This is an optimization exercise on Yosys and OpenROAD, whose aim is a short achievable clock period and few clock cycles, not a production implementation.
Function was checked by simulation only, so behaviour that the tests miss may differ from the original.
Power is estimated from default activity; no workload was simulated.

[flow/standard.sh]
#!/bin/bash
# synth_recipe.tcl (not shown) runs the flow's synth.tcl, then flattens the netlist and writes it again
# the make line also repeats each setting of config.mk as NAME=value (left out here)
make -C /OpenROAD-flow-scripts/flow DESIGN_CONFIG=/design/flow/config.mk WORK_HOME=/design/flow/orfs CLKGATE_MAP_FILE= SYNTH_SCRIPT=/design/flow/synth_recipe.tcl "${@:-finish}"
[flow/design.v]
module multiplier3 (
    input             clk,
    input      [15:0] A,
    input      [15:0] B,
    output     [15:0] product,      
    output            ovf           
);
    wire pp_0_0 = A[0] & B[0];
    wire pp_1_0 = A[1] & B[0];
    wire pp_2_0 = A[2] & B[0];
    wire pp_3_0 = A[3] & B[0];
    wire pp_4_0 = A[4] & B[0];
    wire pp_5_0 = A[5] & B[0];
    wire pp_6_0 = A[6] & B[0];
    wire pp_7_0 = A[7] & B[0];
    wire pp_8_0 = A[8] & B[0];
    wire pp_9_0 = A[9] & B[0];
    wire pp_10_0 = A[10] & B[0];
    wire pp_11_0 = A[11] & B[0];
    wire pp_12_0 = A[12] & B[0];
    wire pp_13_0 = A[13] & B[0];
    wire pp_14_0 = A[14] & B[0];
    wire pp_15_0 = A[15] & B[0];
    wire pp_0_1 = A[0] & B[1];
    wire pp_1_1 = A[1] & B[1];
    wire pp_2_1 = A[2] & B[1];
    wire pp_3_1 = A[3] & B[1];
    wire pp_4_1 = A[4] & B[1];
    wire pp_5_1 = A[5] & B[1];
    wire pp_6_1 = A[6] & B[1];
    wire pp_7_1 = A[7] & B[1];
    wire pp_8_1 = A[8] & B[1];
    wire pp_9_1 = A[9] & B[1];
    wire pp_10_1 = A[10] & B[1];
    wire pp_11_1 = A[11] & B[1];
    wire pp_12_1 = A[12] & B[1];
    wire pp_13_1 = A[13] & B[1];
    wire pp_14_1 = A[14] & B[1];
    wire pp_0_2 = A[0] & B[2];
    wire pp_1_2 = A[1] & B[2];
    wire pp_2_2 = A[2] & B[2];
    wire pp_3_2 = A[3] & B[2];
    wire pp_4_2 = A[4] & B[2];
    wire pp_5_2 = A[5] & B[2];
    wire pp_6_2 = A[6] & B[2];
    wire pp_7_2 = A[7] & B[2];
    wire pp_8_2 = A[8] & B[2];
    wire pp_9_2 = A[9] & B[2];
    wire pp_10_2 = A[10] & B[2];
    wire pp_11_2 = A[11] & B[2];
    wire pp_12_2 = A[12] & B[2];
    wire pp_13_2 = A[13] & B[2];
    wire pp_0_3 = A[0] & B[3];
    wire pp_1_3 = A[1] & B[3];
    wire pp_2_3 = A[2] & B[3];
    wire pp_3_3 = A[3] & B[3];
    wire pp_4_3 = A[4] & B[3];
    wire pp_5_3 = A[5] & B[3];
    wire pp_6_3 = A[6] & B[3];
    wire pp_7_3 = A[7] & B[3];
    wire pp_8_3 = A[8] & B[3];
    wire pp_9_3 = A[9] & B[3];
    wire pp_10_3 = A[10] & B[3];
    wire pp_11_3 = A[11] & B[3];
    wire pp_12_3 = A[12] & B[3];
    wire pp_0_4 = A[0] & B[4];
    wire pp_1_4 = A[1] & B[4];
    wire pp_2_4 = A[2] & B[4];
    wire pp_3_4 = A[3] & B[4];
    wire pp_4_4 = A[4] & B[4];
    wire pp_5_4 = A[5] & B[4];
    wire pp_6_4 = A[6] & B[4];
    wire pp_7_4 = A[7] & B[4];
    wire pp_8_4 = A[8] & B[4];
    wire pp_9_4 = A[9] & B[4];
    wire pp_10_4 = A[10] & B[4];
    wire pp_11_4 = A[11] & B[4];
    wire pp_0_5 = A[0] & B[5];
    wire pp_1_5 = A[1] & B[5];
    wire pp_2_5 = A[2] & B[5];
    wire pp_3_5 = A[3] & B[5];
    wire pp_4_5 = A[4] & B[5];
    wire pp_5_5 = A[5] & B[5];
    wire pp_6_5 = A[6] & B[5];
    wire pp_7_5 = A[7] & B[5];
    wire pp_8_5 = A[8] & B[5];
    wire pp_9_5 = A[9] & B[5];
    wire pp_10_5 = A[10] & B[5];
    wire pp_0_6 = A[0] & B[6];
    wire pp_1_6 = A[1] & B[6];
    wire pp_2_6 = A[2] & B[6];
    wire pp_3_6 = A[3] & B[6];
    wire pp_4_6 = A[4] & B[6];
    wire pp_5_6 = A[5] & B[6];
    wire pp_6_6 = A[6] & B[6];
    wire pp_7_6 = A[7] & B[6];
    wire pp_8_6 = A[8] & B[6];
    wire pp_9_6 = A[9] & B[6];
    wire pp_0_7 = A[0] & B[7];
    wire pp_1_7 = A[1] & B[7];
    wire pp_2_7 = A[2] & B[7];
    wire pp_3_7 = A[3] & B[7];
    wire pp_4_7 = A[4] & B[7];
    wire pp_5_7 = A[5] & B[7];
    wire pp_6_7 = A[6] & B[7];
    wire pp_7_7 = A[7] & B[7];
    wire pp_8_7 = A[8] & B[7];
    wire pp_0_8 = A[0] & B[8];
    wire pp_1_8 = A[1] & B[8];
    wire pp_2_8 = A[2] & B[8];
    wire pp_3_8 = A[3] & B[8];
    wire pp_4_8 = A[4] & B[8];
    wire pp_5_8 = A[5] & B[8];
    wire pp_6_8 = A[6] & B[8];
    wire pp_7_8 = A[7] & B[8];
    wire pp_0_9 = A[0] & B[9];
    wire pp_1_9 = A[1] & B[9];
    wire pp_2_9 = A[2] & B[9];
    wire pp_3_9 = A[3] & B[9];
    wire pp_4_9 = A[4] & B[9];
    wire pp_5_9 = A[5] & B[9];
    wire pp_6_9 = A[6] & B[9];
    wire pp_0_10 = A[0] & B[10];
    wire pp_1_10 = A[1] & B[10];
    wire pp_2_10 = A[2] & B[10];
    wire pp_3_10 = A[3] & B[10];
    wire pp_4_10 = A[4] & B[10];
    wire pp_5_10 = A[5] & B[10];
    wire pp_0_11 = A[0] & B[11];
    wire pp_1_11 = A[1] & B[11];
    wire pp_2_11 = A[2] & B[11];
    wire pp_3_11 = A[3] & B[11];
    wire pp_4_11 = A[4] & B[11];
    wire pp_0_12 = A[0] & B[12];
    wire pp_1_12 = A[1] & B[12];
    wire pp_2_12 = A[2] & B[12];
    wire pp_3_12 = A[3] & B[12];
    wire pp_0_13 = A[0] & B[13];
    wire pp_1_13 = A[1] & B[13];
    wire pp_2_13 = A[2] & B[13];
    wire pp_0_14 = A[0] & B[14];
    wire pp_1_14 = A[1] & B[14];
    wire pp_0_15 = A[0] & B[15];
    wire [15:0] aor;
    assign aor[15] = A[15];
    assign aor[0] = |A[15:0];
    assign aor[1] = |A[15:1];
    assign aor[2] = |A[15:2];
    assign aor[3] = |A[15:3];
    assign aor[4] = |A[15:4];
    assign aor[5] = |A[15:5];
    assign aor[6] = |A[15:6];
    assign aor[7] = |A[15:7];
    assign aor[8] = |A[15:8];
    assign aor[9] = |A[15:9];
    assign aor[10] = |A[15:10];
    assign aor[11] = |A[15:11];
    assign aor[12] = |A[15:12];
    assign aor[13] = |A[15:13];
    assign aor[14] = |A[15:14];
    wire hi_any = (B[1] & aor[15]) | (B[2] & aor[14]) | (B[3] & aor[13]) | (B[4] & aor[12]) | (B[5] & aor[11]) | (B[6] & aor[10]) | (B[7] & aor[9]) | (B[8] & aor[8]) | (B[9] & aor[7]) | (B[10] & aor[6]) | (B[11] & aor[5]) | (B[12] & aor[4]) | (B[13] & aor[3]) | (B[14] & aor[2]) | (B[15] & aor[1]);
    wire s1 = pp_13_0 ^ pp_12_1;
    wire c2 = pp_13_0 & pp_12_1;
    wire s3 = pp_14_0 ^ pp_13_1 ^ pp_12_2;
    wire c4 = (pp_14_0 & pp_13_1) | (pp_14_0 & pp_12_2) | (pp_13_1 & pp_12_2);
    wire s5 = pp_11_3 ^ pp_10_4;
    wire c6 = pp_11_3 & pp_10_4;
    wire s7 = pp_15_0 ^ pp_14_1 ^ pp_13_2;
    wire c8 = (pp_15_0 & pp_14_1) | (pp_15_0 & pp_13_2) | (pp_14_1 & pp_13_2);
    wire s9 = pp_12_3 ^ pp_11_4 ^ pp_10_5;
    wire c10 = (pp_12_3 & pp_11_4) | (pp_12_3 & pp_10_5) | (pp_11_4 & pp_10_5);
    wire s11 = pp_9_6 ^ pp_8_7;
    wire c12 = pp_9_6 & pp_8_7;
    wire s13 = pp_9_0 ^ pp_8_1;
    wire c14 = pp_9_0 & pp_8_1;
    wire s15 = pp_10_0 ^ pp_9_1 ^ pp_8_2;
    wire c16 = (pp_10_0 & pp_9_1) | (pp_10_0 & pp_8_2) | (pp_9_1 & pp_8_2);
    wire s17 = pp_7_3 ^ pp_6_4;
    wire c18 = pp_7_3 & pp_6_4;
    wire s19 = pp_11_0 ^ pp_10_1 ^ pp_9_2;
    wire c20 = (pp_11_0 & pp_10_1) | (pp_11_0 & pp_9_2) | (pp_10_1 & pp_9_2);
    wire s21 = pp_8_3 ^ pp_7_4 ^ pp_6_5;
    wire c22 = (pp_8_3 & pp_7_4) | (pp_8_3 & pp_6_5) | (pp_7_4 & pp_6_5);
    wire s23 = pp_5_6 ^ pp_4_7;
    wire c24 = pp_5_6 & pp_4_7;
    wire s25 = pp_12_0 ^ pp_11_1 ^ pp_10_2;
    wire c26 = (pp_12_0 & pp_11_1) | (pp_12_0 & pp_10_2) | (pp_11_1 & pp_10_2);
    wire s27 = pp_9_3 ^ pp_8_4 ^ pp_7_5;
    wire c28 = (pp_9_3 & pp_8_4) | (pp_9_3 & pp_7_5) | (pp_8_4 & pp_7_5);
    wire s29 = pp_6_6 ^ pp_5_7 ^ pp_4_8;
    wire c30 = (pp_6_6 & pp_5_7) | (pp_6_6 & pp_4_8) | (pp_5_7 & pp_4_8);
    wire s31 = pp_3_9 ^ pp_2_10;
    wire c32 = pp_3_9 & pp_2_10;
    wire s33 = s1 ^ pp_11_2 ^ pp_10_3;
    wire c34 = (s1 & pp_11_2) | (s1 & pp_10_3) | (pp_11_2 & pp_10_3);
    wire s35 = pp_9_4 ^ pp_8_5 ^ pp_7_6;
    wire c36 = (pp_9_4 & pp_8_5) | (pp_9_4 & pp_7_6) | (pp_8_5 & pp_7_6);
    wire s37 = pp_6_7 ^ pp_5_8 ^ pp_4_9;
    wire c38 = (pp_6_7 & pp_5_8) | (pp_6_7 & pp_4_9) | (pp_5_8 & pp_4_9);
    wire s39 = pp_3_10 ^ pp_2_11 ^ pp_1_12;
    wire c40 = (pp_3_10 & pp_2_11) | (pp_3_10 & pp_1_12) | (pp_2_11 & pp_1_12);
    wire s41 = s3 ^ s5 ^ pp_9_5;
    wire c42 = (s3 & s5) | (s3 & pp_9_5) | (s5 & pp_9_5);
    wire s43 = pp_8_6 ^ pp_7_7 ^ pp_6_8;
    wire c44 = (pp_8_6 & pp_7_7) | (pp_8_6 & pp_6_8) | (pp_7_7 & pp_6_8);
    wire s45 = pp_5_9 ^ pp_4_10 ^ pp_3_11;
    wire c46 = (pp_5_9 & pp_4_10) | (pp_5_9 & pp_3_11) | (pp_4_10 & pp_3_11);
    wire s47 = pp_2_12 ^ pp_1_13 ^ pp_0_14;
    wire c48 = (pp_2_12 & pp_1_13) | (pp_2_12 & pp_0_14) | (pp_1_13 & pp_0_14);
    wire s49 = s7 ^ s9 ^ s11;
    wire c50 = (s7 & s9) | (s7 & s11) | (s9 & s11);
    wire s51 = pp_7_8 ^ pp_6_9 ^ pp_5_10;
    wire c52 = (pp_7_8 & pp_6_9) | (pp_7_8 & pp_5_10) | (pp_6_9 & pp_5_10);
    wire s53 = pp_4_11 ^ pp_3_12 ^ pp_2_13;
    wire c54 = (pp_4_11 & pp_3_12) | (pp_4_11 & pp_2_13) | (pp_3_12 & pp_2_13);
    wire s55 = pp_1_14 ^ pp_0_15 ^ c4;
    wire c56 = (pp_1_14 & pp_0_15) | (pp_1_14 & c4) | (pp_0_15 & c4);
    wire s57 = pp_6_0 ^ pp_5_1;
    wire c58 = pp_6_0 & pp_5_1;
    wire s59 = pp_7_0 ^ pp_6_1 ^ pp_5_2;
    wire c60 = (pp_7_0 & pp_6_1) | (pp_7_0 & pp_5_2) | (pp_6_1 & pp_5_2);
    wire s61 = pp_4_3 ^ pp_3_4;
    wire c62 = pp_4_3 & pp_3_4;
    wire s63 = pp_8_0 ^ pp_7_1 ^ pp_6_2;
    wire c64 = (pp_8_0 & pp_7_1) | (pp_8_0 & pp_6_2) | (pp_7_1 & pp_6_2);
    wire s65 = pp_5_3 ^ pp_4_4 ^ pp_3_5;
    wire c66 = (pp_5_3 & pp_4_4) | (pp_5_3 & pp_3_5) | (pp_4_4 & pp_3_5);
    wire s67 = pp_2_6 ^ pp_1_7;
    wire c68 = pp_2_6 & pp_1_7;
    wire s69 = s13 ^ pp_7_2 ^ pp_6_3;
    wire c70 = (s13 & pp_7_2) | (s13 & pp_6_3) | (pp_7_2 & pp_6_3);
    wire s71 = pp_5_4 ^ pp_4_5 ^ pp_3_6;
    wire c72 = (pp_5_4 & pp_4_5) | (pp_5_4 & pp_3_6) | (pp_4_5 & pp_3_6);
    wire s73 = pp_2_7 ^ pp_1_8 ^ pp_0_9;
    wire c74 = (pp_2_7 & pp_1_8) | (pp_2_7 & pp_0_9) | (pp_1_8 & pp_0_9);
    wire s75 = s15 ^ s17 ^ pp_5_5;
    wire c76 = (s15 & s17) | (s15 & pp_5_5) | (s17 & pp_5_5);
    wire s77 = pp_4_6 ^ pp_3_7 ^ pp_2_8;
    wire c78 = (pp_4_6 & pp_3_7) | (pp_4_6 & pp_2_8) | (pp_3_7 & pp_2_8);
    wire s79 = pp_1_9 ^ pp_0_10 ^ c14;
    wire c80 = (pp_1_9 & pp_0_10) | (pp_1_9 & c14) | (pp_0_10 & c14);
    wire s81 = s19 ^ s21 ^ s23;
    wire c82 = (s19 & s21) | (s19 & s23) | (s21 & s23);
    wire s83 = pp_3_8 ^ pp_2_9 ^ pp_1_10;
    wire c84 = (pp_3_8 & pp_2_9) | (pp_3_8 & pp_1_10) | (pp_2_9 & pp_1_10);
    wire s85 = pp_0_11 ^ c16 ^ c18;
    wire c86 = (pp_0_11 & c16) | (pp_0_11 & c18) | (c16 & c18);
    wire s87 = s25 ^ s27 ^ s29;
    wire c88 = (s25 & s27) | (s25 & s29) | (s27 & s29);
    wire s89 = s31 ^ pp_1_11 ^ pp_0_12;
    wire c90 = (s31 & pp_1_11) | (s31 & pp_0_12) | (pp_1_11 & pp_0_12);
    wire s91 = c20 ^ c22 ^ c24;
    wire c92 = (c20 & c22) | (c20 & c24) | (c22 & c24);
    wire s93 = s33 ^ s35 ^ s37;
    wire c94 = (s33 & s35) | (s33 & s37) | (s35 & s37);
    wire s95 = s39 ^ pp_0_13 ^ c26;
    wire c96 = (s39 & pp_0_13) | (s39 & c26) | (pp_0_13 & c26);
    wire s97 = c28 ^ c30 ^ c32;
    wire c98 = (c28 & c30) | (c28 & c32) | (c30 & c32);
    wire s99 = s41 ^ s43 ^ s45;
    wire c100 = (s41 & s43) | (s41 & s45) | (s43 & s45);
    wire s101 = s47 ^ c2 ^ c34;
    wire c102 = (s47 & c2) | (s47 & c34) | (c2 & c34);
    wire s103 = c36 ^ c38 ^ c40;
    wire c104 = (c36 & c38) | (c36 & c40) | (c38 & c40);
    wire s105 = s49 ^ s51 ^ s53;
    wire c106 = (s49 & s51) | (s49 & s53) | (s51 & s53);
    wire s107 = s55 ^ c6 ^ c42;
    wire c108 = (s55 & c6) | (s55 & c42) | (c6 & c42);
    wire s109 = c44 ^ c46 ^ c48;
    wire c110 = (c44 & c46) | (c44 & c48) | (c46 & c48);
    wire s111 = pp_4_0 ^ pp_3_1;
    wire c112 = pp_4_0 & pp_3_1;
    wire s113 = pp_5_0 ^ pp_4_1 ^ pp_3_2;
    wire c114 = (pp_5_0 & pp_4_1) | (pp_5_0 & pp_3_2) | (pp_4_1 & pp_3_2);
    wire s115 = pp_2_3 ^ pp_1_4;
    wire c116 = pp_2_3 & pp_1_4;
    wire s117 = s57 ^ pp_4_2 ^ pp_3_3;
    wire c118 = (s57 & pp_4_2) | (s57 & pp_3_3) | (pp_4_2 & pp_3_3);
    wire s119 = pp_2_4 ^ pp_1_5 ^ pp_0_6;
    wire c120 = (pp_2_4 & pp_1_5) | (pp_2_4 & pp_0_6) | (pp_1_5 & pp_0_6);
    wire s121 = s59 ^ s61 ^ pp_2_5;
    wire c122 = (s59 & s61) | (s59 & pp_2_5) | (s61 & pp_2_5);
    wire s123 = pp_1_6 ^ pp_0_7 ^ c58;
    wire c124 = (pp_1_6 & pp_0_7) | (pp_1_6 & c58) | (pp_0_7 & c58);
    wire s125 = s63 ^ s65 ^ s67;
    wire c126 = (s63 & s65) | (s63 & s67) | (s65 & s67);
    wire s127 = pp_0_8 ^ c60 ^ c62;
    wire c128 = (pp_0_8 & c60) | (pp_0_8 & c62) | (c60 & c62);
    wire s129 = s69 ^ s71 ^ s73;
    wire c130 = (s69 & s71) | (s69 & s73) | (s71 & s73);
    wire s131 = c64 ^ c66 ^ c68;
    wire c132 = (c64 & c66) | (c64 & c68) | (c66 & c68);
    wire s133 = s75 ^ s77 ^ s79;
    wire c134 = (s75 & s77) | (s75 & s79) | (s77 & s79);
    wire s135 = c70 ^ c72 ^ c74;
    wire c136 = (c70 & c72) | (c70 & c74) | (c72 & c74);
    wire s137 = s81 ^ s83 ^ s85;
    wire c138 = (s81 & s83) | (s81 & s85) | (s83 & s85);
    wire s139 = c76 ^ c78 ^ c80;
    wire c140 = (c76 & c78) | (c76 & c80) | (c78 & c80);
    wire s141 = s87 ^ s89 ^ s91;
    wire c142 = (s87 & s89) | (s87 & s91) | (s89 & s91);
    wire s143 = c82 ^ c84 ^ c86;
    wire c144 = (c82 & c84) | (c82 & c86) | (c84 & c86);
    wire s145 = s93 ^ s95 ^ s97;
    wire c146 = (s93 & s95) | (s93 & s97) | (s95 & s97);
    wire s147 = c88 ^ c90 ^ c92;
    wire c148 = (c88 & c90) | (c88 & c92) | (c90 & c92);
    wire s149 = s99 ^ s101 ^ s103;
    wire c150 = (s99 & s101) | (s99 & s103) | (s101 & s103);
    wire s151 = c94 ^ c96 ^ c98;
    wire c152 = (c94 & c96) | (c94 & c98) | (c96 & c98);
    wire s153 = s105 ^ s107 ^ s109;
    wire c154 = (s105 & s107) | (s105 & s109) | (s107 & s109);
    wire s155 = c100 ^ c102 ^ c104;
    wire c156 = (c100 & c102) | (c100 & c104) | (c102 & c104);
    wire ovf1 = hi_any;
    reg ovf1_q;
    reg c8_q;
    reg c10_q;
    reg c12_q;
    reg c50_q;
    reg c52_q;
    reg c54_q;
    reg c56_q;
    reg c106_q;
    reg c108_q;
    reg c110_q;
    reg c154_q;
    reg c156_q;
    reg q0_0;
    reg q0_1;
    reg q1_1;
    reg q0_2;
    reg q1_2;
    reg q2_2;
    reg q0_3;
    reg q1_3;
    reg q2_3;
    reg q3_3;
    reg q0_4;
    reg q1_4;
    reg q2_4;
    reg q3_4;
    reg q0_5;
    reg q1_5;
    reg q2_5;
    reg q3_5;
    reg q0_6;
    reg q1_6;
    reg q2_6;
    reg q3_6;
    reg q0_7;
    reg q1_7;
    reg q2_7;
    reg q3_7;
    reg q0_8;
    reg q1_8;
    reg q2_8;
    reg q3_8;
    reg q0_9;
    reg q1_9;
    reg q2_9;
    reg q3_9;
    reg q0_10;
    reg q1_10;
    reg q2_10;
    reg q3_10;
    reg q0_11;
    reg q1_11;
    reg q2_11;
    reg q3_11;
    reg q0_12;
    reg q1_12;
    reg q2_12;
    reg q3_12;
    reg q0_13;
    reg q1_13;
    reg q2_13;
    reg q3_13;
    reg q0_14;
    reg q1_14;
    reg q2_14;
    reg q3_14;
    reg q0_15;
    reg q1_15;
    reg q2_15;
    reg q3_15;
    always @(posedge clk) begin
        ovf1_q <= ovf1;
        q0_0 <= pp_0_0;
        q0_1 <= pp_1_0;
        q1_1 <= pp_0_1;
        q0_2 <= pp_2_0;
        q1_2 <= pp_1_1;
        q2_2 <= pp_0_2;
        q0_3 <= pp_3_0;
        q1_3 <= pp_2_1;
        q2_3 <= pp_1_2;
        q3_3 <= pp_0_3;
        q0_4 <= s111;
        q1_4 <= pp_2_2;
        q2_4 <= pp_1_3;
        q3_4 <= pp_0_4;
        q0_5 <= s113;
        q1_5 <= s115;
        q2_5 <= pp_0_5;
        q3_5 <= c112;
        q0_6 <= s117;
        q1_6 <= s119;
        q2_6 <= c114;
        q3_6 <= c116;
        q0_7 <= s121;
        q1_7 <= s123;
        q2_7 <= c118;
        q3_7 <= c120;
        q0_8 <= s125;
        q1_8 <= s127;
        q2_8 <= c122;
        q3_8 <= c124;
        q0_9 <= s129;
        q1_9 <= s131;
        q2_9 <= c126;
        q3_9 <= c128;
        q0_10 <= s133;
        q1_10 <= s135;
        q2_10 <= c130;
        q3_10 <= c132;
        q0_11 <= s137;
        q1_11 <= s139;
        q2_11 <= c134;
        q3_11 <= c136;
        q0_12 <= s141;
        q1_12 <= s143;
        q2_12 <= c138;
        q3_12 <= c140;
        q0_13 <= s145;
        q1_13 <= s147;
        q2_13 <= c142;
        q3_13 <= c144;
        q0_14 <= s149;
        q1_14 <= s151;
        q2_14 <= c146;
        q3_14 <= c148;
        q0_15 <= s153;
        q1_15 <= s155;
        q2_15 <= c150;
        q3_15 <= c152;
        c8_q <= c8;
        c10_q <= c10;
        c12_q <= c12;
        c50_q <= c50;
        c52_q <= c52;
        c54_q <= c54;
        c56_q <= c56;
        c106_q <= c106;
        c108_q <= c108;
        c110_q <= c110;
        c154_q <= c154;
        c156_q <= c156;
    end
    wire s157 = q0_3 ^ q1_3;
    wire c158 = q0_3 & q1_3;
    wire s159 = q0_4 ^ q1_4 ^ q2_4;
    wire c160 = (q0_4 & q1_4) | (q0_4 & q2_4) | (q1_4 & q2_4);
    wire s161 = q0_5 ^ q1_5 ^ q2_5;
    wire c162 = (q0_5 & q1_5) | (q0_5 & q2_5) | (q1_5 & q2_5);
    wire s163 = q0_6 ^ q1_6 ^ q2_6;
    wire c164 = (q0_6 & q1_6) | (q0_6 & q2_6) | (q1_6 & q2_6);
    wire s165 = q0_7 ^ q1_7 ^ q2_7;
    wire c166 = (q0_7 & q1_7) | (q0_7 & q2_7) | (q1_7 & q2_7);
    wire s167 = q0_8 ^ q1_8 ^ q2_8;
    wire c168 = (q0_8 & q1_8) | (q0_8 & q2_8) | (q1_8 & q2_8);
    wire s169 = q0_9 ^ q1_9 ^ q2_9;
    wire c170 = (q0_9 & q1_9) | (q0_9 & q2_9) | (q1_9 & q2_9);
    wire s171 = q0_10 ^ q1_10 ^ q2_10;
    wire c172 = (q0_10 & q1_10) | (q0_10 & q2_10) | (q1_10 & q2_10);
    wire s173 = q0_11 ^ q1_11 ^ q2_11;
    wire c174 = (q0_11 & q1_11) | (q0_11 & q2_11) | (q1_11 & q2_11);
    wire s175 = q0_12 ^ q1_12 ^ q2_12;
    wire c176 = (q0_12 & q1_12) | (q0_12 & q2_12) | (q1_12 & q2_12);
    wire s177 = q0_13 ^ q1_13 ^ q2_13;
    wire c178 = (q0_13 & q1_13) | (q0_13 & q2_13) | (q1_13 & q2_13);
    wire s179 = q0_14 ^ q1_14 ^ q2_14;
    wire c180 = (q0_14 & q1_14) | (q0_14 & q2_14) | (q1_14 & q2_14);
    wire s181 = q0_15 ^ q1_15 ^ q2_15;
    wire c182 = (q0_15 & q1_15) | (q0_15 & q2_15) | (q1_15 & q2_15);
    wire s183 = q0_2 ^ q1_2;
    wire c184 = q0_2 & q1_2;
    wire s185 = s157 ^ q2_3 ^ q3_3;
    wire c186 = (s157 & q2_3) | (s157 & q3_3) | (q2_3 & q3_3);
    wire s187 = s159 ^ q3_4 ^ c158;
    wire c188 = (s159 & q3_4) | (s159 & c158) | (q3_4 & c158);
    wire s189 = s161 ^ q3_5 ^ c160;
    wire c190 = (s161 & q3_5) | (s161 & c160) | (q3_5 & c160);
    wire s191 = s163 ^ q3_6 ^ c162;
    wire c192 = (s163 & q3_6) | (s163 & c162) | (q3_6 & c162);
    wire s193 = s165 ^ q3_7 ^ c164;
    wire c194 = (s165 & q3_7) | (s165 & c164) | (q3_7 & c164);
    wire s195 = s167 ^ q3_8 ^ c166;
    wire c196 = (s167 & q3_8) | (s167 & c166) | (q3_8 & c166);
    wire s197 = s169 ^ q3_9 ^ c168;
    wire c198 = (s169 & q3_9) | (s169 & c168) | (q3_9 & c168);
    wire s199 = s171 ^ q3_10 ^ c170;
    wire c200 = (s171 & q3_10) | (s171 & c170) | (q3_10 & c170);
    wire s201 = s173 ^ q3_11 ^ c172;
    wire c202 = (s173 & q3_11) | (s173 & c172) | (q3_11 & c172);
    wire s203 = s175 ^ q3_12 ^ c174;
    wire c204 = (s175 & q3_12) | (s175 & c174) | (q3_12 & c174);
    wire s205 = s177 ^ q3_13 ^ c176;
    wire c206 = (s177 & q3_13) | (s177 & c176) | (q3_13 & c176);
    wire s207 = s179 ^ q3_14 ^ c178;
    wire c208 = (s179 & q3_14) | (s179 & c178) | (q3_14 & c178);
    wire s209 = s181 ^ q3_15 ^ c180;
    wire c210 = (s181 & q3_15) | (s181 & c180) | (q3_15 & c180);
    wire [15:0] ra = {s209, s207, s205, s203, s201, s199, s197, s195, s193, s191, s189, s187, s185, s183, q0_1, q0_0};
    wire [15:0] rb = {c208, c206, c204, c202, c200, c198, c196, c194, c192, c190, c188, c186, c184, q2_2, q1_1, 1'b0};
    wire [16:0] sum;
    ks_add #(.W(16), .L(4)) cpa (.a(ra), .b(rb), .cin(1'b0), .sum(sum[15:0]), .cout(sum[16]));
    assign ovf = ovf1_q | sum[16] | c182 | c210 | c8_q | c10_q | c12_q | c50_q | c52_q | c54_q | c56_q | c106_q | c108_q | c110_q | c154_q | c156_q;
    assign product = sum[15:0];
endmodule
module alu (
    input      [15:0] A,
    input      [15:0] B,
    input      [3:0]  shamt,
    input      [15:0] pc1,
    input             op_add,     
    input             op_sub,
    input             op_and,
    input             op_or,
    input             op_xor,
    input             op_shl,
    input             op_shr,
    input             op_link,
    output     [15:0] sum,
    output     [15:0] out
);
    ks_add #(.W(16), .L(4)) add (.a(A), .b(op_sub ? ~B : B), .cin(op_sub), .sum(sum), .cout());
    wire [15:0] shl = A << shamt;
    wire [15:0] shr = A >> shamt;
    wire [15:0] other = ({16{op_and}}  & (A & B))
               | ({16{op_or}}   & (A | B))
               | ({16{op_xor}}  & (A ^ B))
               | ({16{op_shl}}  & shl)
               | ({16{op_shr}}  & shr)
               | ({16{op_link}} & pc1);
    assign out = (op_add | op_sub) ? sum : other;
endmodule
module ks_add #(
    parameter W = 16,
    parameter L = 4              
) (
    input  [W-1:0] a,
    input  [W-1:0] b,
    input          cin,
    output [W-1:0] sum,
    output         cout
);
    wire [W-1:0] g [0:L];
    wire [W-1:0] p [0:L];
    assign p[0] = a ^ b;
    assign g[0] = (a & b) | {{(W-1){1'b0}}, (a[0] ^ b[0]) & cin};
    genvar i, j;
    generate
        for (i = 0; i < L; i = i + 1) begin : lvl
            for (j = 0; j < W; j = j + 1) begin : bit_
                if (j >= (1 << i)) begin : comb
                    assign g[i+1][j] = g[i][j] | (p[i][j] & g[i][j - (1 << i)]);
                    assign p[i+1][j] = p[i][j] & p[i][j - (1 << i)];
                end else begin : pass
                    assign g[i+1][j] = g[i][j];
                    assign p[i+1][j] = p[i][j];
                end
            end
        end
    endgenerate
    assign sum  = p[0] ^ {g[L][W-2:0], cin};
    assign cout = g[L][W-1];
endmodule
module register_file (
    input             clk,
    input             rst,
    input      [3:0]  rd_1,
    input      [3:0]  rd_2,
    input      [3:0]  rd_3,
    input      [3:0]  wr,
    input      [15:0] wr_data,
    input             wr_en,
    output     [15:0] rd_1_data,
    output     [15:0] rd_2_data,
    output     [15:0] rd_3_data
);
    reg [15:0] gpr [1:15];
    integer i;
    always @(posedge clk) begin
        if (rst) begin
            for (i = 1; i < 16; i = i + 1) gpr[i] <= 16'd0;
        end else if (wr_en && wr != 4'd0) begin
            gpr[wr] <= wr_data;
        end
    end
    assign rd_1_data = (rd_1 == 4'd0) ? 16'd0 : gpr[rd_1];
    assign rd_2_data = (rd_2 == 4'd0) ? 16'd0 : gpr[rd_2];
    assign rd_3_data = (rd_3 == 4'd0) ? 16'd0 : gpr[rd_3];
endmodule
module manta_style (
    input clk,
    input rst,
    output [15:0] imem_addr,
    input  [15:0] imem_rdata,
    output [15:0] dmem_addr,
    output        dmem_we,
    output [15:0] dmem_wdata,
    input  [15:0] dmem_rdata
);
    reg [15:0] fa;               
    reg        lr_v;             
    reg [3:0]  lr_rd;            
    reg [15:0] lr_q;
    assign imem_addr = fa;
    wire [3:0]  f_op     = imem_rdata[15:12];
    wire        f_bne_t  = (f_op == 4'hd) && (imem_rdata[11:8] != imem_rdata[3:0]);
    wire        f_jalr_p = (f_op == 4'hf) && lr_v && (imem_rdata[11:8] == lr_rd);
    wire        f_jmp    = f_bne_t || (f_op == 4'he) || f_jalr_p;
    wire [15:0] f_off4   = {{12{imem_rdata[7]}}, imem_rdata[7:4]};
    wire [15:0] f_off    = f_op[1] ? {{8{imem_rdata[11]}}, imem_rdata[11:4]} : f_off4;
    wire [15:0] f_seq    = fa + 16'd1;
    wire [15:0] f_tgt_j, f_tgt_r;
    ks_add #(.W(16), .L(4)) f_add (.a(fa), .b(f_off), .cin(1'b0), .sum(f_tgt_j), .cout());
    ks_add #(.W(16), .L(4)) r_add (.a(lr_q), .b(f_off4), .cin(1'b0), .sum(f_tgt_r), .cout());
    wire [15:0] f_tgt    = f_jalr_p ? f_tgt_r : f_tgt_j;
    reg        d_valid;
    reg [15:0] d_ir;
    reg [15:0] d_pc1;
    reg [3:0]  d_r1, d_r2;       
    reg [15:0] d_fb;             
    reg        b_hm, b_hw, b_hz;  
    reg        d_jp;             
    reg [15:0] d_pbase;
    wire [3:0] d_op = d_ir[15:12];
    wire [3:0] d_ra = d_ir[11:8];
    wire [3:0] d_rb = d_ir[7:4];
    wire [3:0] d_rc = d_ir[3:0];
    wire       d_uses_a = (d_op != 4'he);
    wire       d_rr     = (d_op < 4'h6);                     
    wire       d_cd     = (d_op == 4'hc) || (d_op == 4'hd);   
    wire       d_wr = !d_cd && (d_rc != 4'd0);
    wire       d_imm = !d_rr;                                
    wire [15:0] d_immv = (d_op == 4'hf) ? {{12{d_ir[7]}}, d_ir[7:4]} : {12'd0, d_ir[7:4]};
    reg        e_valid;
    reg        e_wr;
    reg [3:0]  e_rd;
    reg        e_late;           
    reg [15:0] e_addr;           
    reg        e_we;             
    reg [15:0] e_sd;             
    reg        e_fdm;
    reg        e_load, e_store, e_mul, e_bne, e_jalr;
    reg        e_zcmp;           
    reg        e_add, e_sub, e_and, e_or, e_xor, e_shl, e_shr, e_link;
    reg [15:0] e_a, e_b, e_s, e_pc1;
    reg        e_fam, e_faw, e_fbm, e_fbw, e_fsm, e_fsw;
    reg        e_mfam, e_mfaw, e_mfbm, e_mfbw;
    reg        e_bt;             
    reg        e_jp;             
    reg [15:0] e_pbase;
    reg        m_wr;
    reg [3:0]  m_rd;
    reg        m_mul;
    reg [15:0] m_res;
    reg        m_jmiss;          
    reg [15:0] m_jt;
    reg        w_wr;
    reg [3:0]  w_rd;
    reg [15:0] w_res;
    reg        z_wr;             
    reg [3:0]  z_rd;
    reg [15:0] z_res;
    wire [15:0] rf1, rf2, rf3;
    wire [3:0]  f_r1 = (f_op != 4'he) ? imem_rdata[11:8] : 4'd0;
    register_file rf (
        .clk(clk), .rst(rst),
        .rd_1(d_r1), .rd_2(d_r2), .rd_3(f_r1), .rd_3_data(rf3),
        .wr(w_rd), .wr_data(w_res), .wr_en(w_wr),
        .rd_1_data(rf1), .rd_2_data(rf2)
    );
    wire [15:0] d_v1 = (w_wr && w_rd == d_r1) ? w_res : rf1;
    wire [15:0] d_v2 = (w_wr && w_rd == d_r2) ? w_res : rf2;
    wire d_he1 = e_wr && (e_rd == d_r1) && (d_r1 != 4'd0);
    wire d_he2 = e_wr && (e_rd == d_r2) && (d_r2 != 4'd0);
    wire d_hm1 = m_wr && (m_rd == d_r1) && (d_r1 != 4'd0);
    wire d_hm2 = m_wr && (m_rd == d_r2) && (d_r2 != 4'd0);
    wire d_ls = (d_op == 4'hb) || (d_op == 4'hc);
    wire d_stall = d_valid && ((e_late && (d_he1 || d_he2)) ||
                               (d_ls && (d_he1 || (d_hm1 && m_mul))) ||
                               ((d_op == 4'hc) && d_hm2 && m_mul));
    wire [15:0] d_sd = d_hm2 ? m_res : d_v2;
    wire [15:0] d_base = b_hm ? m_res : (b_hw ? w_res : (b_hz ? z_res : d_fb));
    wire [3:0]  b_r1n = d_stall ? d_r1 : f_r1;      
    wire [15:0] d_addr;
    ks_add #(.W(16), .L(4)) agu (.a(d_base), .b({12'd0, d_ir[7:4]}), .cin(1'b0), .sum(d_addr), .cout());
    wire [15:0] x_a = e_fam ? m_res : (e_faw ? w_res : e_a);
    wire [15:0] x_b = e_fbm ? m_res : (e_fbw ? w_res : e_b);
    wire [15:0] x_s = e_fsm ? m_res : (e_fsw ? w_res : e_s);
    wire [15:0] x_sum, x_out;
    alu alu (
        .A(x_a), .B(x_b), .shamt(e_b[3:0]), .pc1(e_pc1),
        .op_add(e_add), .op_sub(e_sub), .op_and(e_and), .op_or(e_or),
        .op_xor(e_xor), .op_shl(e_shl), .op_shr(e_shr), .op_link(e_link),
        .sum(x_sum), .out(x_out)
    );
    wire [15:0] mul_out;
    wire [15:0] x_ma = e_mfam ? m_res : (e_mfaw ? w_res : e_a);
    wire [15:0] x_mb = e_mfbm ? m_res : (e_mfbw ? w_res : e_b);
    wire        mul_ovf;
    multiplier3 mul (.clk(clk), .A(x_ma), .B(x_mb), .product(mul_out), .ovf(mul_ovf));
    wire x_bmiss = e_valid && e_bne && e_bt && (x_a == x_s);
    wire x_jmiss = e_valid && e_jalr && !(e_jp && (x_a == e_pbase));
    wire x_redir = x_bmiss || x_jmiss || m_jmiss;
    wire d_fuse = d_valid && (d_op == 4'hd) && e_valid && e_zcmp && e_wr &&
                  (((d_ra == e_rd) && (d_rc == 4'd0)) || ((d_rc == e_rd) && (d_ra == 4'd0)));
    wire d_early = d_fuse && (x_a == x_b);
    assign dmem_addr  = e_addr;
    assign dmem_we    = e_we;
    assign dmem_wdata = e_fdm ? m_res : e_sd;
    always @(posedge clk) begin
        if (rst) begin
            fa <= 16'd0;
        end else if (m_jmiss) begin
            fa <= m_jt;
        end else if (x_bmiss) begin
            fa <= e_pc1;
        end else if (d_early) begin
            fa <= d_pc1;
        end else if (!d_stall) begin
            fa <= f_jmp ? f_tgt : f_seq;
        end
        if (rst) begin
            lr_v <= 1'b0;
        end else if (f_op == 4'he && imem_rdata[3:0] != 4'd0) begin
            lr_v  <= 1'b1;
            lr_rd <= imem_rdata[3:0];
            lr_q  <= f_seq;
        end
        if (rst || x_redir || d_early) begin
            d_valid <= 1'b0;
        end else if (!d_stall) begin
            d_valid <= 1'b1;
        end
        d_fb <= d_stall ? d_base : rf3;
        b_hm <= e_wr && (e_rd == b_r1n) && (b_r1n != 4'd0);
        b_hw <= m_wr && (m_rd == b_r1n) && (b_r1n != 4'd0);
        b_hz <= w_wr && (w_rd == b_r1n) && (b_r1n != 4'd0);
        if (!d_stall) begin
            d_ir    <= imem_rdata;
            d_r1    <= f_r1;
            d_r2    <= (f_op < 4'h6) ? imem_rdata[7:4] :
                       ((f_op == 4'hc) || (f_op == 4'hd)) ? imem_rdata[3:0] : 4'd0;
            d_pc1   <= f_seq;
            d_jp    <= f_jalr_p;
            d_pbase <= lr_q;
        end
        e_rd   <= d_rc;
        e_late <= (d_op == 4'h5);
        e_addr <= d_addr;
        e_sd   <= d_sd;
        e_fdm  <= d_he2 && (d_op == 4'hc);
        e_load <= (d_op == 4'hb);
        e_store <= (d_op == 4'hc);
        e_mul  <= (d_op == 4'h5);
        e_bne  <= (d_op == 4'hd);
        e_jalr <= (d_op == 4'hf);
        e_add  <= (d_op == 4'h0) || (d_op == 4'h6);
        e_sub  <= (d_op == 4'h1);
        e_zcmp <= (d_op == 4'h1) || (d_op == 4'h4);
        e_and  <= (d_op == 4'h2) || (d_op == 4'h7);
        e_or   <= (d_op == 4'h3) || (d_op == 4'h8);
        e_xor  <= (d_op == 4'h4);
        e_shl  <= (d_op == 4'h9);
        e_shr  <= (d_op == 4'ha);
        e_link <= (d_op == 4'he) || (d_op == 4'hf);
        e_a    <= d_v1;
        e_b    <= d_imm ? d_immv : d_v2;
        e_s    <= d_v2;
        e_pc1  <= d_pc1;
        e_fam  <= d_he1;
        e_faw  <= d_hm1;
        e_fbm  <= d_he2 && !d_imm;
        e_fbw  <= d_hm2 && !d_imm;
        e_fsm  <= d_he2;
        e_fsw  <= d_hm2;
        e_mfam <= d_he1 && (d_op == 4'h5);
        e_mfaw <= d_hm1 && (d_op == 4'h5);
        e_mfbm <= d_he2 && (d_op == 4'h5);
        e_mfbw <= d_hm2 && (d_op == 4'h5);
        e_bt   <= (d_ra != d_rc) && !d_early;
        e_jp   <= d_jp;
        e_pbase <= d_pbase;
        if (rst || x_redir || d_stall || !d_valid) begin
            e_valid <= 1'b0;
            e_wr    <= 1'b0;
            e_we    <= 1'b0;
        end else begin
            e_valid <= 1'b1;
            e_wr    <= d_wr;
            e_we    <= (d_op == 4'hc);
        end
        m_rd    <= e_rd;
        m_mul   <= e_mul;
        m_res   <= e_load ? dmem_rdata : x_out;
        m_jt    <= x_sum;
        if (rst) begin
            m_wr <= 1'b0;
            m_jmiss <= 1'b0;
        end else begin
            m_jmiss <= x_jmiss;
            m_wr <= e_wr;
        end
        w_rd  <= m_rd;
        z_rd  <= w_rd;
        z_res <= w_res;
        w_res <= m_mul ? (mul_out | {16{mul_ovf}}) : m_res;
        if (rst) begin
            w_wr <= 1'b0;
            z_wr <= 1'b0;
        end else begin
            w_wr <= m_wr;
            z_wr <= w_wr;
        end
    end
endmodule
[flow/config.mk]
export PLATFORM = sky130hd
export DESIGN_NAME = manta_style
export DESIGN_NICKNAME = manta_style
export VERILOG_FILES = /design/flow/design.v
export SDC_FILE = /design/flow/constraint.sdc
export NUM_CORES = 4
export LEC_CHECK = 0
export CAP_MARGIN = 40
export CORE_MARGIN = 2
export CORE_UTILIZATION = 50
export PLACE_DENSITY = 0.7
export SETUP_SLACK_MARGIN = 5
export SLEW_MARGIN = 40
[flow/constraint.sdc]
create_clock -name core_clock -period 8.5 [get_ports {clk}]
set_input_delay 1.7000 -clock core_clock [delete_from_list [all_inputs] [get_ports {clk}]]
set_output_delay 1.7000 -clock core_clock [all_outputs]
set_load 0.01 [all_outputs]
[flow/flow/run.sh]
#!/bin/bash
set -euo pipefail
bash standard.sh SETUP_SLACK_MARGIN=5.7 "BUFFER_PORTS_ARGS=-buffer_cell sky130_fd_sc_hd__buf_4" finish > standard.log 2>&1
==> results of run 1 <==
==> worst max-delay path: cells and delay by family (launching register included) <==
family                   cells  cell delay (ns)
AO/OA/AOI/OAI                6             1.50
multiplexers                 2             0.43
adder cells (fa/ha/maj)      1             0.42
flip-flops                   1             0.39
buffers and inverters        2             0.24
AND/OR/NAND/NOR              2             0.21
XOR/XNOR                     1             0.12
==> Yosys cell counts (all sizes together), types with 114 or more instances <==
master  count
nor2      271
a21oi     154
o21ai     164
dfxtp     337
xnor2     114
mux2i     179
inv       157
clkbuf    219
nand2     295
mux4      181
edfxtp    329
and2      263
==> state kept, by name, summed over array words and instances (netlist names), 16 cells and up, named ones only <==
register,cells
d_ir,16
d_pc1,16
z_res,16
rf.gpr,256
fa,16
d_fb,16
e_pbase,16
e_sd,16
lr_q,16
e_b,16
w_res,16
e_a,16
e_addr,16
m_res,16
d_pbase,16
e_s,16
e_pc1,16
m_jt,16
==> metal layers <==
metal / global-route usage / up-vias / part of all wire
met3: 0.0922 / 706 / 0.14
met4: 0.196 / 14 / 0.074
li1: - / 14127 / -
met2: 0.498 / 2858 / 0.42
met5: 0 / - / 0.0011
met1: 0.456 / 16576 / 0.36
==> area by class of cell <==
class / count / area, sq um
sequential: 666 / 16800
clock buffer: 100 / 2150
inverter: 159 / 634
clock inverter: 32 / 345
fill: 5655 / 27900
timing repair inverter: 1 / 8.76
timing repair buffer: 499 / 5540
multi-input combinational: 2647 / 24400
tap: 1050 / 1310
==> worst paths after layout <==
| check | to | slack [ns] |
|---|---|---|
| max reg2reg | m_res[15]$_DFF_P_ | 5.08 |
| max | m_res[15]$_DFF_P_ | 5.08 |
| min | e_pbase[5]$_DFF_P_ | 0.34 |
| min reg2reg | e_pbase[5]$_DFF_P_ | 0.34 |
==> per-stage QoR <==
step | instance area [sq um] | util
2_1_floorplan | 41400 | -
3_3_place_gp | 42000 | 0.531
3_5_place_dp | 42300 | 0.535
4_1_cts | 48800 | 0.617
5_1_grt | 51200 | 0.647
6_report | 51200 | 0.647
==> kinds of logic (layout without fill, tap and decap cells) <==
family          count (synthesis)  after routing  share of synthesized area
fa+ha+maj                     206            206                     0.0823
mux                           424            424                      0.168
flops                         666            666                      0.415
xor+xnor                      165            165                     0.0361
buf+inv                       451            791                     0.0457
simple gates                 1150           1163                      0.144
other cells                     1             16                  0.0000936
compound gates                671            673                      0.110
==> report_power, final <==
| group | switching [mW] | internal (mW) |
|---|---|---|
| logic | 1.84 | 1.47 |
| clock network | 1.36 | 1.98 |
| registers | 0.332 | 3.69 |
==> what timing repair did <==
| item | in CTS | in global routing |
|---|---|---|
| setup endpoints to repair | 641 | 351 |
| hold buffers | 0 | 0 |
| pin swaps | 142 | 145 |
| setup buffers | 222 | 108 |
| resized for setup | 388 | 230 |
| cloned | 23 | 15 |
==> flow_summary.toml, run 1 <==
[floorplan]
num_io_pins = 83
die_x_um = 287
die_area_sq_um = 82400
start_util = 0.506
die_h_um = 287
placeableCoreArea_sq_um = 79100
rows = 103

[synthesis]
syn-cell-area_sq_um = 40100
synth_edf_count = 329
yosysSeqAreaShare = 0.415
async_flop_share = 0
ys.flop_type = "dfxtp_1"
synth_top_area_frac = 0.247
yosys.area.top_type = "edfxtp_1"
ys_warn_count = 4
avgSynthCellArea_sq_um = 10.7
ys_seq_elements = 666
yosys-top-cells-area = "edfxtp_1, dfxtp_1, mux4_2"
synth_cell_types = 96
synth_cells = 3734

[timing]
max_slew.worst_pin.slew_ns = 1.04
fin_worst_skew_ns = 0.0424
min_period_ns = 3.42
final_hold_viol_count = 0
rsz0062_at_grt = "yes"
whs_ns = 0.336
tns_ns = 0
max_freq_ghz = 0.293
fin_crit_sh = 0.402
maxSlewViolCount = 0
postLayoutSetupSlackWorst_ns = 5.08
slew_headroom = 0.305
setup_viol = 0

[clocking]
clock_latency_ns = 0.65
path_clk_slew_ns = 0.07
htreeDepth = 3
cts_inserted_buffers = 74
cts_root_buffer = "clkbuf_16"
clockBufferDepth = 3
cts_tree = "yes"
cts_sinks = 666

[setup_path]
crit_path_top_delay_cell = "ha_1"
crit-reg2reg-launch = "e_fbw$_DFF_P_"
critPathMaxFanout = 5
max_stage_delay_ns = 0.42
critPathLaunch = "e_fbw$_DFF_P_"
crit_chain = "buf_6, buf_16, mux2i_1, nor2_1, a21oi_2, xnor2_1, ha_1, o21a_1, o21ai_1, a211oi_2, o31ai_2, mux2i_1, nand4_1, o31a_1"
required_ns = 9.01
rr_worst_depth = 14
path_class = "reg2reg"
endpoint_kind = "flop"
crit_path_start_kind = "flop"
worst-endpoint-arrival_ns = 3.93
crit_top_cell = "mux2i_1"

[routing]
via_per_inst = 6.65
drt-wirelength-per-cell_um = 29.2
drc = 0
wl_mm = 150
first_iter_violations = 5006
dr.pass1.iters = 6
ant_nets = 0
vias = 34281

[pwr]
p_leak_nw = 19.8
total_power_mw = 10.7
vdd_ir_drop_max_mv = 0.152
p_per_area_nw_per_um2 = 208

[flow_run]
cap_violations = 0

[placement]
dp_hpwl_mm = 87.1
gp_congestion = 0.929
pre_cts_ws_ns = 4.04
numPortBuffers = 82
dp.cells = 4653

[finish]
final_cell_mix = "edfxtp_1, buf_4, nand2_1"
nets = 4288
drive_above_1_share = 0.335
stdcell_count = 5154
diodes = 0
area_growth_pct = 27.8
layout_commonest_cell = "edfxtp_1"

[worst_hold_path]
min_path_type = "reg2reg"
hold_depth = 0
min_from = "d_pbase[5]$_DFFE_PN_"

[global_routing]
overflow = 0
grt_pass1_vias = 32472
antenna_found_initial = 6
grt_util_all_layers = 0.341
grt_max_degree = 65
grt_pass1_wl_mm = 209

[outcome]
outcome = "no timing/DRC/antenna violations"
Testbench counts, summed over its fixed seeds: cycles 528,626.
==> run 2: changes to the inputs <==
--- a/flow/config.mk
+++ b/flow/config.mk
@@ -7,7 +7,7 @@
 export LEC_CHECK = 0
 export CAP_MARGIN = 40
 export CORE_MARGIN = 2
-export CORE_UTILIZATION = 50
-export PLACE_DENSITY = 0.7
+export CORE_UTILIZATION = 55
+export PLACE_DENSITY = 0.65
 export SETUP_SLACK_MARGIN = 5
 export SLEW_MARGIN = 40
==> run 2 against run 1 <==
Effect of this change: count of clock-buffer cells in the layout rose by 4; clock skew rose by 0.0011 ns; combinational power rose by about 10%; sequential power barely moved; via count rose by 1.3%; total power rose by 3.4%; global-route usage rose by 7.1 points; area after synthesis did not move; sequential share of layout area fell by 0.90 points; maximum frequency rose by 0.35%; wire length rose by 5.3%; largest cell class unchanged; highest routed layer is now met4.
==> flow_summary.toml, run 2 <==
[global_routing]
grt_max_degree = 69
grt_pass1_wl_mm = 226
overflow = 0
antenna_found_initial = 7
grt_pass1_vias = 33694
grt_util_all_layers = 0.412

[finish]
drive_above_1_share = 0.367
area_growth_pct = 31.3
fin_util = 0.732
final_cell_mix = "edfxtp_1, buf_4, nand2_1"
top_register = "rf.gpr"
fill_cells = 4689
largest_register_ff_count = 256
nets = 4346
layout_commonest_cell = "edfxtp_1"

[timing]
min_period_ns = 3.40
max_freq_ghz = 0.294
slew_headroom = 0.392
maxSlewViolCount = 0
fin_worst_skew_ns = 0.0435
setup_viol = 0
max_slew.worst_pin.slew_ns = 0.913
tns_ns = 0
final_hold_viol_count = 0
fin_crit_sh = 0.401
rsz0062_at_grt = "yes"

[setup_path]
crit_path_start_kind = "flop"
critPathMaxFanout = 9
r2r_end = "m_res[15]$_DFF_P_"
path_class = "reg2reg"
r2r_slack_ns = 5.10
endpoint_kind = "flop"
worst-endpoint-arrival_ns = 3.92
crit_chain = "buf_12, mux2i_1, o21a_2, clkinvlp_4, ha_1, o21a_1, o21ai_1, a211oi_2, o31ai_4, mux2i_1, nand4_1, o31a_1"
required_ns = 9.02
crit_top_cell = "mux2i_1"
rr_worst_depth = 12
max_stage_delay_ns = 0.46
crit-reg2reg-launch = "e_faw$_DFF_P_"
crit_path_top_delay_cell = "ha_1"

[worst_hold_path]
min_from = "d_pbase[3]$_DFFE_PN_"
hold_depth = 0
min_path_type = "reg2reg"
hold_end = "e_pbase[3]$_DFF_P_"

[routing]
drt-wirelength-per-cell_um = 30.9
dr.pass1.iters = 8
first_iter_violations = 4895
ant_nets = 0
drc = 0
vias = 34722
wl_mm = 158
via_per_inst = 6.78

[floorplan]
die_x_um = 274
die_area_sq_um = 75000
start_util = 0.558
rows = 98
die_h_um = 274
num_io_pins = 83
placeableCoreArea_sq_um = 71900

[clocking]
cts_tree = "yes"
cts_inserted_buffers = 75
cts_sinks = 666
cts_root_buffer = "clkbuf_16"
cts_hold_buf = 0
clockBufferDepth = 3
clock_latency_ns = 0.65
htreeDepth = 3
path_clk_slew_ns = 0.06

[synthesis]
yosys-top-cells-area = "edfxtp_1, dfxtp_1, mux4_2"
synth_most_common_cell = "dfxtp_1"
avgSynthCellArea_sq_um = 10.7
syn-cell-area_sq_um = 40100
ys_warn_count = 4
yosys.area.top_type = "edfxtp_1"
synth_common_cells = "dfxtp_1, edfxtp_1, nand2_1, nor2_1, and2_1"
synth_edf_count = 329
synth_top_area_frac = 0.247
synth_cell_types = 96
ys.flop_type = "dfxtp_1"
synth_cells = 3734
yosysSeqAreaShare = 0.415
async_flop_share = 0
ys_seq_elements = 666

[placement]
numPortBuffers = 82
gp_congestion = 0.940
dp_hpwl_mm = 94.1

[pwr]
p_per_area_nw_per_um2 = 210
vdd_ir_drop_max_mv = 0.231
p_leak_nw = 20.3

[outcome]
outcome = "no timing/DRC/antenna violations"

[flow_run]
cap_violations = 0
[run 2: how the worst max path moves through the flow]
stage / to / startpoint / depth (start not counted) / slack (ns)
after global routing: m_res[15]$_DFF_P_ / e_fbm$_DFF_P_ / 13 / 5.03
after detailed placement: d_fb[8]$_DFF_P_ / imem_rdata[13] / 9 / 4.12
after CTS: dmem_wdata[12] / e_fdm$_DFF_P_ / 3 / 5.16
final: m_res[15]$_DFF_P_ / e_faw$_DFF_P_ / 12 / 5.10
after global placement: d_fb[4]$_DFF_P_ / imem_rdata[13] / 8 / 4.02
after floorplan: fa[15]$_SDFFE_PP0P_ / imem_rdata[8] / 14 / 4.72
[run 2: critical path: cells and delay by family (launching register included)]
kind	cells	cell delay (ns)
mux	2	0.41
compound gates	6	1.51
buf+inv	2	0.33
simple gates	1	0.17
flops	1	0.40
fa+ha+maj	1	0.46
[run 2: timing repair]
| item | 4_1_cts | 5_1_grt |
|---|---|---|
| cloned | 32 | 5 |
| gates resized for setup | 591 | 249 |
| endpoints found under the setup margin | 646 | 247 |
| pin swaps | 199 | 172 |
| setup buffers | 304 | 79 |
[run 2: metal layers]
layer  track usage  up-vias  routed length [um]
met5             0        -                   0
met3         0.125      662               21100
met4         0.205        0               10300
li1              -    14259                   -
met1         0.550    17041               59100
met2         0.610     2760               67700
[run 2: kinds of logic after synthesis]
logic type	synth area share
flip-flops	0.415
AO/OA/AOI/OAI	0.110
XOR/XNOR	0.0361
other	0.0000936
buffers and inverters	0.0457
AND/OR/NAND/NOR	0.144
adder cells (fa/ha/maj)	0.0823
multiplexers	0.168
[run 2: cell type report]
class	instances	area, sq um	area share
Multi-Input combinational cell	2640	25000	0.474
Sequential cell	666	16800	0.320
Timing Repair Buffer	563	6460	0.123
Clock buffer	104	2180	0.0415
Tap cell	950	1190	0.0226
Inverter	159	639	0.0122
Clock inverter	36	365	0.00694
Timing Repair inverter	1	8.76	0.000166
Antenna cell	1	2.50	0.0000476
[run 2: through the flow]
step	cell area, sq um	hold slack [ns]	instances	total power, mW	setup WS, ns
5_1_grt	52600	0.353	5119	11.3	5.03
3_3_place_gp	41900	0.330	4543	6.52	4.02
6_report	52600	0.343	5120	11.0	5.10
3_5_place_dp	42200	0.327	4558	6.58	4.12
4_1_cts	50700	0.340	5034	10.6	5.16
2_1_floorplan	41400	0.323	3749	5.65	4.72
[run 2: power breakdown]
part	switching (mW)	leakage (nW)	internal, mW	total [mW]
combinational	2.00	12.9	1.63	3.63
sequential	0.323	6.24	3.69	4.02
clock	1.41	1.25	1.97	3.38
total	3.74	20.3	7.29	11.0
==> run 3: changes to the inputs <==
--- a/flow/design.v
+++ b/flow/design.v
@@ -534,6 +534,8 @@
     input             op_shl,
     input             op_shr,
     input             op_link,
+    input             ld,         
+    input      [15:0] ld_data,
     output     [15:0] sum,
     output     [15:0] out
 );
@@ -545,7 +547,8 @@
                | ({16{op_xor}}  & (A ^ B))
                | ({16{op_shl}}  & shl)
                | ({16{op_shr}}  & shr)
-               | ({16{op_link}} & pc1);
+               | ({16{op_link}} & pc1)
+               | ({16{ld}}      & ld_data);
     assign out = (op_add | op_sub) ? sum : other;
 endmodule
 module ks_add #(
@@ -671,7 +674,8 @@
     reg        m_mul;
     reg [15:0] m_res;
     reg        m_jmiss;          
-    reg [15:0] m_jt;
+    reg [15:0] m_jb, m_joff;     
+    wire [15:0] m_jt = m_jb + m_joff;
     reg        w_wr;
     reg [3:0]  w_rd;
     reg [15:0] w_res;
@@ -709,6 +713,7 @@
         .A(x_a), .B(x_b), .shamt(e_b[3:0]), .pc1(e_pc1),
         .op_add(e_add), .op_sub(e_sub), .op_and(e_and), .op_or(e_or),
         .op_xor(e_xor), .op_shl(e_shl), .op_shr(e_shr), .op_link(e_link),
+        .ld(e_load), .ld_data(dmem_rdata),
         .sum(x_sum), .out(x_out)
     );
     wire [15:0] mul_out;
@@ -809,8 +814,9 @@
         end
         m_rd    <= e_rd;
         m_mul   <= e_mul;
-        m_res   <= e_load ? dmem_rdata : x_out;
-        m_jt    <= x_sum;
+        m_res   <= x_out;
+        m_jb    <= x_a;
+        m_joff  <= e_b;
         if (rst) begin
             m_wr <= 1'b0;
             m_jmiss <= 1'b0;
--- a/flow/config.mk
+++ b/flow/config.mk
@@ -7,7 +7,7 @@
 export LEC_CHECK = 0
 export CAP_MARGIN = 40
 export CORE_MARGIN = 2
-export CORE_UTILIZATION = 55
-export PLACE_DENSITY = 0.65
+export CORE_UTILIZATION = 40
+export PLACE_DENSITY = 0.6
 export SETUP_SLACK_MARGIN = 5
 export SLEW_MARGIN = 40
==> run 3 against run 2 <==
Effect of this change: first-iteration DRC count fell by 2.3%; wire length is 3.9% higher; count of clock-buffer cells in the layout rose by 7; sequential share of layout area about the same; clock skew is 0.015 ns lower; critical endpoint is now fa[13]$_SDFFE_PP0P_; still clean on timing, DRC and antenna; die area grew 40%; highest routed layer is now met5; design area grew 2.0%; utilization fell by 20 points; clock power up 8.3%; register-to-register slack better by 0.02 ns; worst setup slack worse by 0.16 ns; total power up 3.9%.
==> flow_summary.toml, run 3 <==
[floorplan]
start_util = 0.404
die_area_sq_um = 105000
die_x_um = 324
placeableCoreArea_sq_um = 102000
num_io_pins = 83
die_h_um = 324
rows = 117

[setup_path]
crit_path_end = "fa[13]$_SDFFE_PP0P_"
r2r_end = "m_res[15]$_DFF_P_"
endpoint_kind = "flop"
crit_family = "compound AO/OA/AOI/OAI gates"
path_depth = 13
crit-reg2reg-launch = "e_faw$_DFF_P_"
r2r_slack_ns = 5.12
crit_path_top_delay_cell = "a2111oi_4"
path_class = "in2reg"
worst-endpoint-arrival_ns = 4.08
max_stage_delay_ns = 0.43
rr_worst_depth = 14
crit_buf_inv = 2
critPathLaunch = "imem_rdata[13]"
critPathMaxFanout = 7
crit_path_start_kind = "input pin"
crit_chain = "buf_12, nand2b_4, nand2_4, ha_4, a2111oi_4, o21ai_2, a41oi_2, buf_6, o21ai_1, and3b_1, o311ai_2, o2111ai_1, o2111a_1"
required_ns = 9.02

[pwr]
total_power_mw = 11.5
switching_share = 0.339
vdd_ir_drop_max_mv = 0.160
p_sw_mw = 3.88
p_int_mw = 7.57
comb_power_share = 0.319
clockPowerShare = 0.320
p_leak_nw = 20.7
p_per_area_nw_per_um2 = 213
seqPwrFrac = 0.362

[synthesis]
yosysSeqAreaShare = 0.413
async_flop_share = 0
yosys.area.top_type = "edfxtp_1"
synth_common_cells = "dfxtp_1, edfxtp_1, nand2_1, nor2_1, and2_1"
synth_cells = 3858
syn-cell-area_sq_um = 41100
ys_warn_count = 4
ys.flop_type = "dfxtp_1"
ys_seq_elements = 682
synth_most_common_cell = "dfxtp_1"
avgSynthCellArea_sq_um = 10.6
synth_top_area_frac = 0.241
synth_cell_types = 97
yosys-top-cells-area = "edfxtp_1, dfxtp_1, mux4_2"
synth_edf_count = 329

[clocking]
cts_root_buffer = "clkbuf_16"
cts_tree = "yes"
cts_sinks = 682
htreeDepth = 3
clock_latency_ns = 0.65
path_clk_slew_ns = 0.05
cts_inserted_buffers = 80
clockBufferDepth = 3

[routing]
wl_mm = 164
ant_nets = 0
drt-wirelength-per-cell_um = 29.1
top_layer_used = "met5"
first_iter_violations = 4784
met3WireLength_mm = 20.2
dr.pass1.iters = 6
drc = 0
route.met2.wl_mm = 71.6
vias = 34661
via_per_inst = 6.14
met1_length_mm = 63.0

[global_routing]
grt_pass1_vias = 33112
grt_pass1_wl_mm = 234
antenna_found_initial = 13
grt_util_all_layers = 0.300
overflow = 0
grt_max_degree = 77

[finish]
layout_commonest_cell = "edfxtp_1"
largest_register_ff_count = 256
area_growth_pct = 30.7
final_cell_mix = "edfxtp_1, buf_4, nand2_1"
top_register = "rf.gpr"
drive_above_1_share = 0.340
final_area_sq_um = 53700
nets = 4460

[timing]
slew_headroom = 0.367
setup_viol = 0
final_hold_viol_count = 0
maxSlewViolCount = 0
fin_crit_sh = 0.419
max_freq_ghz = 0.281
min_period_ns = 3.56
max_slew.worst_pin.slew_ns = 0.949
rsz0062_at_grt = "yes"
postLayoutSetupSlackWorst_ns = 4.94
fin_worst_skew_ns = 0.0289
tns_ns = 0

[outcome]
outcome = "no timing/DRC/antenna violations"

[placement]
dp_hpwl_mm = 102
pre_cts_ws_ns = 3.67
place_area_sq_um = 43600
numPortBuffers = 82
gp_congestion = 0.942

[worst_hold_path]
hold_depth = 0
min_path_type = "reg2reg"

[flow_run]
cap_violations = 0
-- run 3: cell count changes in the layout (fill, tap and decap cells not counted), moves of 13 or more --
cell	delta
a21o_1	+14
ha_1	+22
nor2_1	+24
dfxtp_2	+21
a211oi_1	+13
xnor2_1	+22
o21ai_1	-18
o32ai_2	-13
a21oi_1	+14
nand3_1	+15
buf_4	-17
mux2i_1	+18
-- run 3: power by group through the flow --
stage                     Combinational, mW  Clock [mW]  Sequential, mW
after floorplan                        1.91           0            3.95
after global placement                 2.62           0            4.21
after detailed placement               2.64           0            4.22
after CTS                              3.34        3.69            4.11
after global routing                   3.87        3.84            4.15
final                                  3.65        3.66            4.14
-- run 3: final cells by class --
type / instances / area, sq um
timing repair buffer: 528 / 5870
timing repair inverter: 1 / 8.76
fill: 8623 / 48100
multi-input combinational: 2742 / 25400
clock inverter: 38 / 494
sequential: 682 / 17200
clock buffer: 111 / 2300
antenna: 3 / 7.51
inverter: 169 / 687
tap: 1368 / 1710
-- run 3: kinds of logic (layout without fill, tap and decap cells) --
kind of cell,Yosys count,after routing,share of synthesized area
simple gates,1195,1201,0.146
compound gates,705,707,0.115
flops,682,682,0.413
buf+inv,457,847,0.0442
mux,416,416,0.158
fa+ha+maj,222,222,0.0854
xor+xnor,180,180,0.0384
other cells,1,19,0.0000913
-- run 3: worst min path at each step --
stage | slack, ns | from | end
finish | 0.34 | d_pbase[10]$_DFFE_PN_ | e_pbase[10]$_DFF_P_
global route | 0.35 | d_pbase[10]$_DFFE_PN_ | e_pbase[10]$_DFF_P_
CTS | 0.34 | d_pbase[1]$_DFFE_PN_ | e_pbase[1]$_DFF_P_
detailed placement | 0.33 | d_pbase[7]$_DFFE_PN_ | e_pbase[7]$_DFF_P_
global placement | 0.32 | d_pbase[5]$_DFFE_PN_ | e_pbase[5]$_DFF_P_
floorplan | 0.32 | d_jp$_DFFE_PN_ | e_jp$_DFF_P_
-- run 3: stage by stage --
| stage | util | hold slack, ns | std cells |
|---|---|---|---|
| 2_1_floorplan | - | 0.323 | 3873 |
| 3_3_place_gp | 0.426 | 0.324 | 5088 |
| 3_5_place_dp | 0.428 | 0.327 | 5095 |
| 4_1_cts | 0.509 | 0.341 | 5547 |
| 5_1_grt | 0.527 | 0.345 | 5639 |
| 6_report | 0.528 | 0.340 | 5642 |
-- run 3: routing by layer --
metal	vias up	track usage
li1	14695	-
met1	17059	0.395
met2	2321	0.451
met3	576	0.0918
met4	10	0.142
met5	-	0
-- run 3: timing repair --
item,CTS,global route
hold buffers,0,0
hold endpoints to repair,0,0
resized for setup,586,208
cloned,30,2
setup endpoints to repair,643,326
buffers inserted,273,90
pin swaps,156,143
Testbench counts of run 3, summed over its fixed seeds: cycles 528,626.

-- port drivers added, routing unchanged --
Ports are ideal in the flow. The routed layouts listed here were re-timed in OpenROAD.
Step 1 sets driving cells, clkbuf_16 on the clock port and buf_2 on the other inputs (assumed; they add their load-dependent delay and slew).
Step 2 also shifts input and output timing later by t, the mid clock arrival at the registers, as if the neighbouring blocks saw the same clock.
a / b / c = no drivers / after step 1 / after step 2; a / b = the first two.
run	shift t [ns]	setup WS [ns]	latest minus earliest clock arrival (ns)	slew at the worst register clock pin (ns)	worst data-port slew with drivers (ns)
run 1	0.690	5.083 / 5.083 / 4.458	0.042 / 0.042	0.07 / 0.07	0.18
run 2	0.692	5.095 / 5.089 / 4.436	0.046 / 0.046	0.07 / 0.07	0.10
run 3	0.703	4.937 / 4.846 / 4.143	0.031 / 0.032	0.07 / 0.07	0.29
After both steps every run listed still meets setup and hold. The setup slack of run 3, which loses most, moves by -0.091 ns with the drivers and by -0.794 ns with both steps.
